This is an optimization exercise on Yosys and OpenROAD, whose aim is small area, not a production implementation.
In this exercise RTL edits were held to simulation tests only and were not proved equivalent to the original.

==> flow/design.v <==
`timescale 1ns / 1ps
module RNG(
    input               CLK,
    input               RST,
    input               RND_IN,
    output reg [7:0]    OUT,
    output reg          WE,
    input               FULL
);
reg [7:0]           RND_DAT;
reg [2:0]           RND_SHIFT;
reg                 RND_CNT;
reg                 tog;
reg                 rd;
reg                 rd_ok;
reg                 init;
reg [10:0]          C;
wire                h    = C[0];
wire [3:0]          Q    = C[4:1];
wire [3:0]          G    = C[8:5];
wire                warm = C[10];
wire                P    = RND_CNT;
reg [7:0]           sbuf;        
reg [3:0]           sc;          
reg                 sact;        
wire edge_in  = RND_IN && !tog;
wire done     = warm && G[3];
wire cons     = !init && !done && rd;
wire cap      = cons && h;
wire cap_last = cap && (Q == 4'd12) && (G == 4'd7);
wire step     = init && !FULL;
wire mix      = init && FULL && rd;
wire [7:0] RP = RND_DAT ^ {8{P}};
wire       SP = sbuf[0] ^ P;
always @(posedge CLK)
begin
    if (!RST) begin
        rd_ok <= 0;
        init <= 0;
        WE <= 0;
    end else begin
        rd_ok <= cons | mix;
        WE <= step;
        if (done)
            init <= 1;
    end
end
always @(posedge CLK)
begin
    if (!RST)
        C <= 0;
    else if (edge_in && RND_SHIFT == 0 && !warm)
        C <= C + 1;
    else if (cons) begin
        C[0] <= !h;
        if (h) begin
            if (Q == 4'd12) begin
                C[4:1] <= 0;
                C[8:5] <= G + 1;
            end else
                C[4:1] <= Q + 1;
        end
    end else if (mix)
        C[4:1] <= Q + 1;
end
always @(posedge CLK)
begin
    if (!RST) begin
        RND_SHIFT <= 0;
        tog <= 0;
        rd <= 0;
        RND_CNT <= 0;
        RND_DAT <= 0;
    end else begin
        RND_CNT <= !RND_CNT;
        if (rd_ok)
            rd <= 0;
        if (RND_IN == 0) begin
            tog <= 0;
        end else if (tog == 0) begin
            tog <= 1;
            RND_SHIFT <= RND_SHIFT + 1;
            RND_DAT[RND_SHIFT] <= RND_DAT[RND_SHIFT] ^ RND_CNT;
            if (RND_SHIFT == 0 && warm)
                rd <= 1;
        end
    end
end
always @(posedge CLK)
begin
    if (!RST)
        sact <= 0;
    else if (cap)
        sact <= 1;
    else if (sc == 4'd15)
        sact <= 0;
end
always @(posedge CLK)
begin
    sc <= cap ? 4'd0 : sc + 4'd1;
    sbuf <= cap ? RND_DAT : {sbuf[0], sbuf[7:1]};
end
wire [7:0] o_bit;
genvar g;
generate
for (g = 0; g < 8; g = g + 1) begin : gen
    localparam [3:0] B1 = (g % 4 == 0) ? 3 : (g % 4 == 1) ? 1 : (g % 4 == 2) ? 0 : 7;
    localparam [3:0] B2 = (g % 4 == 0) ? 4 : (g % 4 == 1) ? 6 : (g % 4 == 2) ? 2 : 0;
    reg [63:0] r0;
    reg [64:0] r1;
    reg [65:0] r2;
    wire here  = sact && (G == g) && (Q != 0);
    wire here12 = sact && (G == g + 1) && (Q == 0);
    wire s0 = here && (Q <= 4'd4);
    wire s1 = here && ((Q >= 4'd5 && Q <= 4'd8) || (Q == 4'd9 && sc == B1));
    wire s2 = (here && ((Q == 4'd9 && !sc[3]) || Q >= 4'd10)) ||
              (g != 7 && here12 && (!sc[3] || sc == B2 + 8 || sc == B2 + 9));
    wire sel = r2[0] ^ P;
    wire e2 = step || s2;
    wire e0 = (step && !sel) || s0;
    wire e1 = (step && sel) || s1;
    wire m0 = mix && (Q == g);
    wire m1 = mix && (Q == g + 8);
    wire h0 = !(e0 || m0);
    wire h1 = !(e1 || m1);
    wire f0 = r0[0] ^ r0[1] ^ r0[3] ^ r0[4];
    wire f1 = r1[0] ^ r1[18];
    wire f2 = r2[0] ^ r2[1] ^ r2[9] ^ r2[10];
    assign o_bit[g] = r0[0] ^ r1[0];
    wire [63:0] n0 = {init ? f0 ^ P : SP, r0[63:1]};
    wire [64:0] n1 = {init ? f1 ^ P : SP, r1[64:1]};
    always @(posedge CLK) begin
        r0[63:10] <= ~(e0 ? n0[63:10] : r0[63:10]);
        r0[1:0]   <= ~(e0 ? n0[1:0]   : r0[1:0]);
        r0[9:2]   <= ~(({8{e0}} & n0[9:2]) | ({8{m0}} & RP) | ({8{h0}} & r0[9:2]));
        r1[64:10] <= ~(e1 ? n1[64:10] : r1[64:10]);
        r1[1:0]   <= ~(e1 ? n1[1:0]   : r1[1:0]);
        r1[9:2]   <= ~(({8{e1}} & n1[9:2]) | ({8{m1}} & RP) | ({8{h1}} & r1[9:2]));
    end
    if (g != 7) begin : l2
        wire [65:0] n2 = {init ? f2 ^ P : SP, r2[65:1]};
        always @(posedge CLK)
            r2 <= ~(e2 ? n2 : r2);
    end else begin : l2
        wire [55:0] n2l = {init ? r2[56] : SP, r2[55:1]};
        wire [9:0]  n2h = {f2 ^ P, r2[65:57]};
        always @(posedge CLK) begin
            r2[55:0] <= ~(e2 ? n2l : r2[55:0]);
            r2[65:56] <= ~(cap_last ? {RP[1:0], RP} : e2 ? n2h : r2[65:56]);
        end
    end
end
endgenerate
always @(posedge CLK)
    OUT <= o_bit;
endmodule
Settings: LEC_CHECK=0, CAP_MARGIN=20, CORE_MARGIN=2, CORE_UTILIZATION=55, CTS_BUF_LIST=sky130_fd_sc_hd__clkbuf_8, CTS_CLUSTER_DIAMETER=60, CTS_CLUSTER_SIZE=18, PLACE_DENSITY=0.7, SLEW_MARGIN=20; clock period 5.0 ns.
standard.sh (not shown) runs the stock make flow with config.mk's settings and CLKGATE_MAP_FILE= SYNTH_SCRIPT=/design/flow/synth_recipe.tcl, a recipe that flattens the netlist after the stock synthesis.
==> flow/flow/run.sh <==
#!/bin/bash
# Standard layout, with one extra step between synthesis and floorplan:
# flow/resyn.ys re-maps the combinational logic of the standard synthesis
# for area (see there); the clock tree is built without dummy loads;
# the registers and the rest of the flow are the standard ones.
set -euo pipefail
R=orfs/results/sky130hd/RNG/base
YOSYS=$FLOW_HOME/../tools/install/yosys/bin/yosys
[[ -x $YOSYS ]] || YOSYS=yosys

bash standard.sh synth > synth.log 2>&1
cp $R/1_2_yosys.v 1_2_yosys.std.v
$YOSYS -l resyn.log -s flow/resyn.ys > /dev/null 2>&1
cp 1_2_yosys.resyn.v $R/1_2_yosys.v
rm -f $R/1_synth.odb $R/1_synth.sdc
# clock tree: the standard flow's settings from config.mk, without the dummy loads
# CTS adds to balance the tree
CTS="-sink_clustering_enable -repair_clock_nets -sink_clustering_size 18"
CTS="$CTS -sink_clustering_max_diameter 60 -buf_list sky130_fd_sc_hd__clkbuf_8"
CTS="$CTS -dont_use_dummy_load"
bash standard.sh "CTS_ARGS=$CTS" finish > layout.log 2>&1
==> flow/flow/area.abc <==
strash; dch; amap; topo
==> flow/flow/resyn.ys <==
# Re-map the combinational logic of the standard synthesis for area.
# The flip-flops are kept as they are (same instances, names and cells):
# their cells are read as black boxes, every other cell as its liberty
# function, and ABC maps the logic between them with an area-oriented
# script.  The 2:1 mux cells are left out of the mapping, which makes ABC
# build the flip-flops' next-state muxes from OR-AND-invert cells with a
# shared inverted select, which are smaller.
read_liberty -ignore_miss_func /OpenROAD-flow-scripts/flow/platforms/sky130hd/lib/sky130_fd_sc_hd__tt_025C_1v80.lib
blackbox sky130_fd_sc_hd__df* sky130_fd_sc_hd__edf* sky130_fd_sc_hd__sdf* sky130_fd_sc_hd__dl*
read_verilog 1_2_yosys.std.v
hierarchy -top RNG
flatten
opt_clean
stat
abc -liberty /OpenROAD-flow-scripts/flow/platforms/sky130hd/lib/sky130_fd_sc_hd__tt_025C_1v80.lib -dont_use *mux2* -dont_use *lpflow* -dont_use *probe* -script flow/area.abc
opt_clean
stat -liberty /OpenROAD-flow-scripts/flow/platforms/sky130hd/lib/sky130_fd_sc_hd__tt_025C_1v80.lib
write_verilog -noattr 1_2_yosys.resyn.v
Next try:
--- a/flow/design.v
+++ b/flow/design.v
@@ -17,24 +17,23 @@
 reg [10:0]          C;
 wire                h    = C[0];
 wire [3:0]          Q    = C[4:1];
 wire [3:0]          G    = C[8:5];
 wire                warm = C[10];
 wire                P    = RND_CNT;
-reg [7:0]           sbuf;        
 reg [3:0]           sc;          
 reg                 sact;        
 wire edge_in  = RND_IN && !tog;
 wire done     = warm && G[3];
 wire cons     = !init && !done && rd;
 wire cap      = cons && h;
-wire cap_last = cap && (Q == 4'd12) && (G == 4'd7);
+wire rot      = sact && !G[3];      
 wire step     = init && !FULL;
 wire mix      = init && FULL && rd;
 wire [7:0] RP = RND_DAT ^ {8{P}};
-wire       SP = sbuf[0] ^ P;
+wire       SP;                       
 always @(posedge CLK)
 begin
     if (!RST) begin
         rd_ok <= 0;
         init <= 0;
         WE <= 0;
@@ -95,13 +94,12 @@
     else if (sc == 4'd15)
         sact <= 0;
 end
 always @(posedge CLK)
 begin
     sc <= cap ? 4'd0 : sc + 4'd1;
-    sbuf <= cap ? RND_DAT : {sbuf[0], sbuf[7:1]};
 end
 wire [7:0] o_bit;
 genvar g;
 generate
 for (g = 0; g < 8; g = g + 1) begin : gen
     localparam [3:0] B1 = (g % 4 == 0) ? 3 : (g % 4 == 1) ? 1 : (g % 4 == 2) ? 0 : 7;
@@ -139,17 +137,17 @@
     end
     if (g != 7) begin : l2
         wire [65:0] n2 = {init ? f2 ^ P : SP, r2[65:1]};
         always @(posedge CLK)
             r2 <= ~(e2 ? n2 : r2);
     end else begin : l2
-        wire [55:0] n2l = {init ? r2[56] : SP, r2[55:1]};
-        wire [9:0]  n2h = {f2 ^ P, r2[65:57]};
+        wire [9:0]  n2h = {f2 ^ P, r2[65], init ? r2[64] : r2[56], r2[63:57]};
+        assign SP = r2[56];
         always @(posedge CLK) begin
-            r2[55:0] <= ~(e2 ? n2l : r2[55:0]);
-            r2[65:56] <= ~(cap_last ? {RP[1:0], RP} : e2 ? n2h : r2[65:56]);
+            r2[55:0] <= ~(e2 ? r2[56:1] : r2[55:0]);
+            r2[65:56] <= ~(cap ? {RP[1:0], RP} : (e2 || rot) ? n2h : r2[65:56]);
         end
     end
 end
 endgenerate
 always @(posedge CLK)
     OUT <= o_bit;
What happened: The new run completed without violations. Die area barely changes. Routed wire length climbs by about 0.5%. Via count hardly moves. Fmax drops by 0.75%. Critical path depth climbs by 2. Clock-buffer cell count climbs by 1.

-- port drivers added, routing unchanged --
No port has a modelled driver above. Below, the same layouts with a new extraction and two added sets of constraints. Step 1 assumes that a clkbuf_16 drives the clock port and a buf_2 every other input. Step 2 times the ports against the registers' clock, not the clock port: input delays grow and output delays shrink by t, the midpoint of the rising clock arrivals with the driver on. a / b / c = ideal ports / drivers / drivers and shift; a / b = the first two.
run | t, ns | setup WS [ns] | hold slack, ns | cell pins on the clock port's net
the first run | 0.786 | 1.365 / 1.380 / 0.621 | 0.392 / 0.392 / 0.392 | 1
the second run | 0.763 | 1.338 / 1.336 / 0.573 | 0.382 / 0.382 / 0.382 | 1
After both steps every run listed still meets setup and hold. For the second run, which loses most, drivers alone change the setup slack by -0.002 ns; drivers and shift together by -0.765 ns.
